This design comes from an exercise in tuning for small area on the open sky130 flow, not from production work. In this exercise RTL edits were held to simulation tests only and were not proved equivalent to the original. The flow treats the clock pin as an ideal source, which a real chip does not have. No activity file was given, so power comes from the tool's default toggle rates.

## Lab3_140L
module Lab3_140L (
    input  wire       rst,
    input  wire       clk,
    input  wire       bu_rx_data_rdy,
    input  wire [7:0] bu_rx_data,
    output wire       L3_tx_data_rdy,
    output wire [7:0] L3_tx_data,
    output wire [4:0] L3_led,
    output wire       oneSecPluse,
    output wire [6:0] L3_segment1,
    output wire [6:0] L3_segment2,
    output wire [6:0] L3_segment3,
    output wire [6:0] L3_segment4,
    output wire [3:0] di_Mtens,
    output wire [3:0] di_Mones,
    output wire [3:0] di_Stens,
    output wire [3:0] di_Sones,
    output wire [3:0] di_AMtens,
    output wire [3:0] di_AMones,
    output wire [3:0] di_AStens,
    output wire [3:0] di_ASones
);
    wire [7:0] b = bu_rx_data;
    wire b_cmd = (b == 8'h0d) | (b == 8'h40) |
                 ((b[7:6] == 2'b01) & (b[4] == 1'b0) &
                  ((b[3:0] == 4'h1) | (b[3:0] == 4'hc) | (b[3:0] == 4'he))) |    
                 ((b[7:6] == 2'b01) & (b[4] == 1'b1) & (b[3:0] == 4'h3));        
    wire b_dig = (b[7:4] == 4'h3) & ~(b[3] & (b[2] | b[1]));
    reg [3:0] nib;
    reg       is_cmd, is_dig;
    always @(posedge clk) begin
        nib    <= rst ? 4'd0 : b[3:0];
        is_cmd <= ~rst & bu_rx_data_rdy & b_cmd;
        is_dig <= ~rst & bu_rx_data_rdy & b_dig;
    end
    wire det_cr = is_cmd & (nib == 4'hd);
    wire det_S  = is_cmd & (nib == 4'h3);
    wire det_L  = is_cmd & (nib == 4'hc);
    wire det_A  = is_cmd & (nib == 4'h1);
    wire det_N  = is_cmd & (nib == 4'he);
    wire det_at = is_cmd & (nib == 4'h0);
    wire det_09 = is_dig;
    wire det_05 = is_dig & ~nib[3] & ~(nib[2] & nib[1]);
    reg [12:0] lf;
    reg        sec_clk, sec_clkD;
    wire       wrap = ((lf & 13'h1df9) == (13'h13e1 & 13'h1df9));
  ...
Size in the first run: ~440 cells after synthesis, about 86 I/O pins, about 3400 sq um of cells after synthesis.
Settings: LEC_CHECK=0, ABC_AREA=1, CAP_MARGIN=20, CORE_MARGIN=2, CORE_UTILIZATION=70, PLACE_DENSITY=0.8, SLEW_MARGIN=20; clock period 10.0 ns.
standard.sh (not shown) runs the stock make flow with config.mk's settings and CLKGATE_MAP_FILE= SYNTH_SCRIPT=/design/flow/synth_recipe.tcl, a recipe that flattens the netlist after the stock synthesis.
==> flow/flow/run.sh <==
#!/bin/bash
# Own layout flow:
#  1. the standard synthesis (standard.sh synth), unchanged;
#  2. the combinational logic between the registers mapped again with a few area-oriented ABC
#     scripts; registers, their cells and names are kept as the standard synthesis made them.
#     Each result must be proven equivalent to the standard netlist (Yosys equiv_*); the
#     smallest proven one replaces it, else the standard netlist is kept;
#  3. the standard layout steps (standard.sh finish) with buf_1 port buffers and, before CTS,
#     a small clock buffer tree of our own (flow/clock.tcl).
# Each tool writes its full output to a log file of its own in this folder.
set -uo pipefail
W=$(pwd)
R=$W/orfs/results/$FLOW_PLATFORM/Lab3_140L/base
LIB=$FLOW_HOME/platforms/$FLOW_PLATFORM/lib/sky130_fd_sc_hd__tt_025C_1v80.lib
YOSYS=$(command -v yosys || echo $FLOW_HOME/../tools/install/yosys/bin/yosys)
source flow/knobs.sh

bash standard.sh synth > synth.log 2>&1 || exit 1

DU=$(sed -n '/DONT_USE_CELLS/,/^#/p' $FLOW_HOME/platforms/$FLOW_PLATFORM/config.mk | grep -o "sky130_fd_sc_hd__[a-z0-9_]*" | sed 's/^/-dont_use /' | tr '\n' ' ')
cp $R/1_2_yosys.v $W/std_synth.v
nseq() { grep -cE '^ *sky130_fd_sc_hd__[a-z]*(df|dl)' "$1"; }

remap() {  # remap TAG "ABC script"
  local t=$1
  echo "$2" > $W/reabc_$t.abc
  cat > $W/reabc_$t.ys <<EOY
read_liberty -ignore_miss_func -overwrite $LIB
read_verilog $W/std_synth.v
hierarchy -top $FLOW_TOP
setattr -mod -set keep_hierarchy 1 sky130_fd_sc_hd__*df* sky130_fd_sc_hd__*dl*
flatten
delete t:\\\$scopeinfo
rename -hide w:*.* w:_*
opt -full
abc -liberty $LIB $DU -script $W/reabc_$t.abc
opt_clean -purge
read_liberty -lib -overwrite $LIB
hilomap -hicell sky130_fd_sc_hd__conb_1 HI -locell sky130_fd_sc_hd__conb_1 LO
insbuf -buf sky130_fd_sc_hd__buf_1 A X
opt_clean -purge
check -assert -mapped $FLOW_TOP
tee -o $W/reabc_$t.area stat -liberty $LIB $FLOW_TOP
write_verilog -noattr -noexpr -nohex -nodec -selected $W/reabc_$t.v
EOY
  cat > $W/equiv_$t.ys <<EOY
read_liberty -ignore_miss_func -overwrite $LIB
read_verilog $W/std_synth.v
rename $FLOW_TOP gold
read_verilog $W/reabc_$t.v
rename $FLOW_TOP gate
flatten gold gate
delete t:\\\$scopeinfo
opt_clean
equiv_make gold gate eq
hierarchy -top eq
equiv_simple
equiv_induct
equiv_status -assert
EOY
  if $YOSYS -l $W/reabc_$t.log -q $W/reabc_$t.ys > /dev/null 2>&1 && \
     $YOSYS -l $W/equiv_$t.log -q $W/equiv_$t.ys > /dev/null 2>&1 && \
     [ "$(nseq $W/reabc_$t.v)" = "$(nseq $W/std_synth.v)" ]; then
    grep 'Chip area' $W/reabc_$t.area | awk '{print $NF}' > $W/reabc_$t.ok
  fi
}

i=0
for s in "${ABC_SCRIPTS[@]}"; do
  remap $i "$s" &
  i=$((i + 1))
done
wait

best=""; best_area=""
for f in $W/reabc_*.ok; do
  [ -f "$f" ] || continue
  a=$(cat $f)
  if [ -z "$best" ] || awk -v a=$a -v b=$best_area 'BEGIN{exit !(a < b)}'; then
    best=${f%.ok}; best_area=$a
  fi
done
if [ -n "$best" ]; then
  echo "re-mapped netlist used: $(basename $best).v, area $best_area" > $W/reabc.status
  cp $best.v $R/1_2_yosys.v
  rm -f $R/1_synth.odb $R/1_synth.sdc
else
  echo "re-mapping failed: standard netlist kept" > $W/reabc.status
fi

bash standard.sh "${EXTRA[@]}" "PRE_CTS_TCL=$W/flow/clock.tcl" finish > layout.log 2>&1
Other scripts of this flow, unchanged in this note and not shown: flow/flow/clock.tcl, flow/flow/knobs.sh
The starting point ran to the end with no violations.
Rerun with:
--- a/flow/design.v
+++ b/flow/design.v
@@ -29,20 +29,20 @@
     reg [3:0] nib;
     reg       is_cmd, is_dig;
     always @(posedge clk) begin
         nib    <= rst ? 4'd0 : b[3:0];
         is_cmd <= ~rst & bu_rx_data_rdy & b_cmd;
         is_dig <= ~rst & bu_rx_data_rdy & b_dig;
     end
-    wire det_cr = is_cmd & (nib == 4'hd);
-    wire det_S  = is_cmd & (nib == 4'h3);
-    wire det_L  = is_cmd & (nib == 4'hc);
-    wire det_A  = is_cmd & (nib == 4'h1);
-    wire det_N  = is_cmd & (nib == 4'he);
-    wire det_at = is_cmd & (nib == 4'h0);
+    wire det_cr = is_cmd & nib[3] & nib[0];               
+    wire det_S  = is_cmd & ~nib[3] & nib[1];              
+    wire det_L  = is_cmd & nib[3] & ~nib[1] & ~nib[0];    
+    wire det_A  = is_cmd & ~nib[3] & ~nib[1] & nib[0];    
+    wire det_N  = is_cmd & nib[3] & nib[1];               
+    wire det_at = is_cmd & ~nib[3] & ~nib[0];             
     wire det_09 = is_dig;
     wire det_05 = is_dig & ~nib[3] & ~(nib[2] & nib[1]);
     reg [12:0] lf;
     reg        sec_clk, sec_clkD;
     wire       wrap = ((lf & 13'h1df9) == (13'h13e1 & 13'h1df9));
     wire       lf_fb = lf[12] ^ lf[9] ^ lf[4] ^ lf[2] ^ wrap;
     always @(posedge clk) begin
@@ -55,20 +55,20 @@
         end
         sec_clkD <= sec_clk;
     end
     reg [2:0] step;
     reg       mode;
     reg       run;
     reg       ena;
-    wire s_idle = (step == 3'd0);
-    wire s1 = (step == 3'd1);
-    wire s2 = (step == 3'd2);
-    wire s3 = (step == 3'd3);
-    wire s4 = (step == 3'd4);
-    wire s5 = (step == 3'd5);
+    wire s_idle = ~step[2] & ~step[1] & ~step[0];
+    wire s1 = ~step[2] & ~step[1] & step[0];
+    wire s2 = step[1] & ~step[0];
+    wire s3 = step[1] & step[0];
+    wire s4 = step[2] & ~step[0];
+    wire s5 = step[2] & step[0];
     wire dig_ok = (s1 | s3) ? det_05 : det_09;
     wire leave  = (s_idle | s5) & (det_S | det_cr);
     always @(posedge clk) begin
         if (rst) begin
             step <= 3'd0;
             mode <= 1'b0;
             run  <= 1'b0;
Utilization fell by 0.31 points.
Critical path depth rose by 3.
Total power fell by about 1.6%.
Hold slack loses 0.018 ns.
Sequential cell count is unchanged.
Sequential share of layout area rose by 0.44 points.
Via count fell by 1.6%.
Design area fell by about 1%.
Final cell count fell by about 2%.
Register-to-register slack loses 0.42 ns.
Synthesized area fell by about 1.2%.
Setup slack gains 0.55 ns.
Routed wire length fell by 3.2%.
Clock skew hardly moves.


Lab3_140L, a different RTL version from the one above (not shown whole).
Size in the first run: about 0.0033 mm^2 of cells after synthesis.
==> flow/design.v (excerpt) <==
module Lab3_140L (
    input  wire       rst,
    input  wire       clk,
    input  wire       bu_rx_data_rdy,
    input  wire [7:0] bu_rx_data,
    output wire       L3_tx_data_rdy,
    output wire [7:0] L3_tx_data,
    output wire [4:0] L3_led,
    output wire       oneSecPluse,
    output wire [6:0] L3_segment1,
    output wire [6:0] L3_segment2,
    output wire [6:0] L3_segment3,
    output wire [6:0] L3_segment4,
    output wire [3:0] di_Mtens,
    output wire [3:0] di_Mones,
    output wire [3:0] di_Stens,
    output wire [3:0] di_Sones,
    output wire [3:0] di_AMtens,
    output wire [3:0] di_AMones,
    output wire [3:0] di_AStens,
    output wire [3:0] di_ASones
);
    wire [7:0] b = bu_rx_data;
    wire b_cmd = (b == 8'h0d) | (b == 8'h40) |
                 ((b[7:6] == 2'b01) & (b[4] == 1'b0) &
                  ((b[3:0] == 4'h1) | (b[3:0] == 4'hc) | (b[3:0] == 4'he))) |    
                 ((b[7:6] == 2'b01) & (b[4] == 1'b1) & (b[3:0] == 4'h3));        
    wire b_dig = (b[7:4] == 4'h3) & ~(b[3] & (b[2] | b[1]));
    reg  [3:0] nib_n;              
    wire [3:0] nib = ~nib_n;
    reg        is_cmd_n, is_dig_n;   
    wire       is_cmd = ~is_cmd_n, is_dig = ~is_dig_n;
    always @(posedge clk) begin
        nib_n    <= ~(rst ? 4'd0 : b[3:0]);
        is_cmd_n <= ~(~rst & bu_rx_data_rdy & b_cmd);
        is_dig_n <= ~(~rst & bu_rx_data_rdy & b_dig);
    end
    wire det_cr = is_cmd & nib[3] & nib[0];               
    wire det_S  = is_cmd & ~nib[3] & nib[1];              
    wire det_L  = is_cmd & nib[3] & ~nib[1] & ~nib[0];    
    wire det_A  = is_cmd & ~nib[3] & ~nib[1] & nib[0];    
    wire det_N  = is_cmd & nib[3] & nib[1];               
    wire det_at = is_cmd & ~nib[3] & ~nib[0];             
    wire det_09 = is_dig;
    wire det_05 = is_dig & ~nib[3] & ~(nib[2] & nib[1]);
    localparam [12:0] LFP = 13'h1555;
    reg  [12:0] lf;
  ...
export LEC_CHECK = 0
export ABC_AREA = 1
export CAP_MARGIN = 20
export CORE_MARGIN = 2
export CORE_UTILIZATION = 70
export PLACE_DENSITY = 0.8
export SLEW_MARGIN = 20
create_clock -name core_clock -period 10.0 [get_ports {clk}]
==> flow/flow/run.sh <==
#!/bin/bash
# Own layout flow:
#  1. the standard synthesis (standard.sh synth), unchanged;
#  2. the combinational logic between the registers mapped again with a few area-oriented ABC
#     scripts; registers, their cells and names are kept as the standard synthesis made them.
#     Each result must be proven equivalent to the standard netlist (Yosys equiv_*); the
#     smallest proven one replaces it, else the standard netlist is kept;
#  3. the standard layout steps (standard.sh finish) with buf_1 port buffers and, before CTS,
#     a small clock buffer tree of our own (flow/clock.tcl).
# Each tool writes its full output to a log file of its own in this folder.
set -uo pipefail
W=$(pwd)
R=$W/orfs/results/$FLOW_PLATFORM/Lab3_140L/base
LIB=$FLOW_HOME/platforms/$FLOW_PLATFORM/lib/sky130_fd_sc_hd__tt_025C_1v80.lib
YOSYS=$(command -v yosys || echo $FLOW_HOME/../tools/install/yosys/bin/yosys)
source flow/knobs.sh

bash standard.sh synth > synth.log 2>&1 || exit 1

DU=$(sed -n '/DONT_USE_CELLS/,/^#/p' $FLOW_HOME/platforms/$FLOW_PLATFORM/config.mk | grep -o "sky130_fd_sc_hd__[a-z0-9_]*" | sed 's/^/-dont_use /' | tr '\n' ' ')
cp $R/1_2_yosys.v $W/std_synth.v
nseq() { grep -cE '^ *sky130_fd_sc_hd__[a-z]*(df|dl)' "$1"; }

remap() {  # remap TAG "ABC script"
  local t=$1
  echo "$2" > $W/reabc_$t.abc
  cat > $W/reabc_$t.ys <<EOY
read_liberty -ignore_miss_func -overwrite $LIB
read_verilog $W/std_synth.v
hierarchy -top $FLOW_TOP
setattr -mod -set keep_hierarchy 1 sky130_fd_sc_hd__*df* sky130_fd_sc_hd__*dl*
flatten
delete t:\\\$scopeinfo
rename -hide w:*.* w:_*
opt -full
abc -liberty $LIB $DU -script $W/reabc_$t.abc
opt_clean -purge
read_liberty -lib -overwrite $LIB
hilomap -hicell sky130_fd_sc_hd__conb_1 HI -locell sky130_fd_sc_hd__conb_1 LO
insbuf -buf sky130_fd_sc_hd__buf_1 A X
opt_clean -purge
check -assert -mapped $FLOW_TOP
tee -o $W/reabc_$t.area stat -liberty $LIB $FLOW_TOP
write_verilog -noattr -noexpr -nohex -nodec -selected $W/reabc_$t.v
EOY
  cat > $W/equiv_$t.ys <<EOY
read_liberty -ignore_miss_func -overwrite $LIB
read_verilog $W/std_synth.v
rename $FLOW_TOP gold
read_verilog $W/reabc_$t.v
rename $FLOW_TOP gate
flatten gold gate
delete t:\\\$scopeinfo
opt_clean
equiv_make gold gate eq
hierarchy -top eq
equiv_simple
equiv_induct
equiv_status -assert
EOY
  if $YOSYS -l $W/reabc_$t.log -q $W/reabc_$t.ys > /dev/null 2>&1 && \
     $YOSYS -l $W/equiv_$t.log -q $W/equiv_$t.ys > /dev/null 2>&1 && \
     [ "$(nseq $W/reabc_$t.v)" = "$(nseq $W/std_synth.v)" ]; then
    grep 'Chip area' $W/reabc_$t.area | awk '{print $NF}' > $W/reabc_$t.ok
  fi
}

i=0
for s in "${ABC_SCRIPTS[@]}"; do
  remap $i "$s" &
  i=$((i + 1))
  if (( i % ${NUM_CORES:-4} == 0 )); then wait; fi
done
wait

best=""; best_area=""
for f in $W/reabc_*.ok; do
  [ -f "$f" ] || continue
  a=$(cat $f)
  if [ -z "$best" ] || awk -v a=$a -v b=$best_area 'BEGIN{exit !(a < b)}'; then
    best=${f%.ok}; best_area=$a
  fi
done
if [ -n "$best" ]; then
  echo "re-mapped netlist used: $(basename $best).v, area $best_area" > $W/reabc.status
  cp $best.v $R/1_2_yosys.v
  rm -f $R/1_synth.odb $R/1_synth.sdc
else
  echo "re-mapping failed: standard netlist kept" > $W/reabc.status
fi

bash standard.sh "${EXTRA[@]}" "PRE_CTS_TCL=$W/flow/clock.tcl" finish > layout.log 2>&1
Other scripts of this flow, unchanged in this note and not shown: flow/flow/clock.tcl, flow/flow/knobs.sh
==> next run, changes <==
--- a/flow/design.v
+++ b/flow/design.v
@@ -24,20 +24,19 @@
     wire b_cmd = (b == 8'h0d) | (b == 8'h40) |
                  ((b[7:6] == 2'b01) & (b[4] == 1'b0) &
                   ((b[3:0] == 4'h1) | (b[3:0] == 4'hc) | (b[3:0] == 4'he))) |    
                  ((b[7:6] == 2'b01) & (b[4] == 1'b1) & (b[3:0] == 4'h3));        
     wire b_dig = (b[7:4] == 4'h3) & ~(b[3] & (b[2] | b[1]));
     reg  [3:0] nib_n;              
     wire [3:0] nib = ~nib_n;
-    reg        is_cmd_n, is_dig_n;   
-    wire       is_cmd = ~is_cmd_n, is_dig = ~is_dig_n;
-    always @(posedge clk) begin
-        nib_n    <= ~(rst ? 4'd0 : b[3:0]);
-        is_cmd_n <= ~(~rst & bu_rx_data_rdy & b_cmd);
-        is_dig_n <= ~(~rst & bu_rx_data_rdy & b_dig);
+    reg       is_cmd, is_dig;
+    always @(posedge clk) begin
+        nib_n  <= ~(rst ? 4'd0 : b[3:0]);
+        is_cmd <= ~rst & bu_rx_data_rdy & b_cmd;
+        is_dig <= ~rst & bu_rx_data_rdy & b_dig;
     end
     wire det_cr = is_cmd & nib[3] & nib[0];               
     wire det_S  = is_cmd & ~nib[3] & nib[1];              
     wire det_L  = is_cmd & nib[3] & ~nib[1] & ~nib[0];    
     wire det_A  = is_cmd & ~nib[3] & ~nib[1] & nib[0];    
     wire det_N  = is_cmd & nib[3] & nib[1];               
     wire det_at = is_cmd & ~nib[3] & ~nib[0];             
Effect: Register-to-register slack got worse by 0.05 ns; power increases by 0.44%; setup slack improved by 0.39 ns; core utilization decreases by 2.5 points; synthesized area increases by 1.7%; global-route usage decreases by 3.6 points; die area increases by 1.6%; design area increases by 1.7%; synthesized cell count increases by 2.6%.

-- what the ideal ports hide --
The results above use ideal ports. As a check the final layouts listed here were re-extracted and re-timed, cells and wires unchanged.
Step 1, drivers: a clkbuf_16 drives clk and a buf_2 each remaining input, both assumed.
Step 2, shift: input delay + t, output delay - t, t = (earliest + latest rising clock arrival at the registers) / 2. This alone moves slack from input paths to output paths.
a / b / c = no drivers / after step 1 / after step 2; a / b = the first two.
| run | t (ns) | setup slack, ns | slew at the worst register clock pin (ns) |
|---|---|---|---|
| the first run of note 1 | 0.410 | 3.786 / 3.761 / 4.172 | 0.10 / 0.10 |
| the second run of note 1 | 0.403 | 4.337 / 4.310 / 4.713 | 0.10 / 0.10 |
| the first run of note 2 | 0.403 | 3.945 / 3.918 / 4.321 | 0.09 / 0.09 |
| the second run of note 2 | 0.414 | 4.336 / 4.312 / 4.726 | 0.10 / 0.10 |
After both steps every run listed still meets setup and hold.
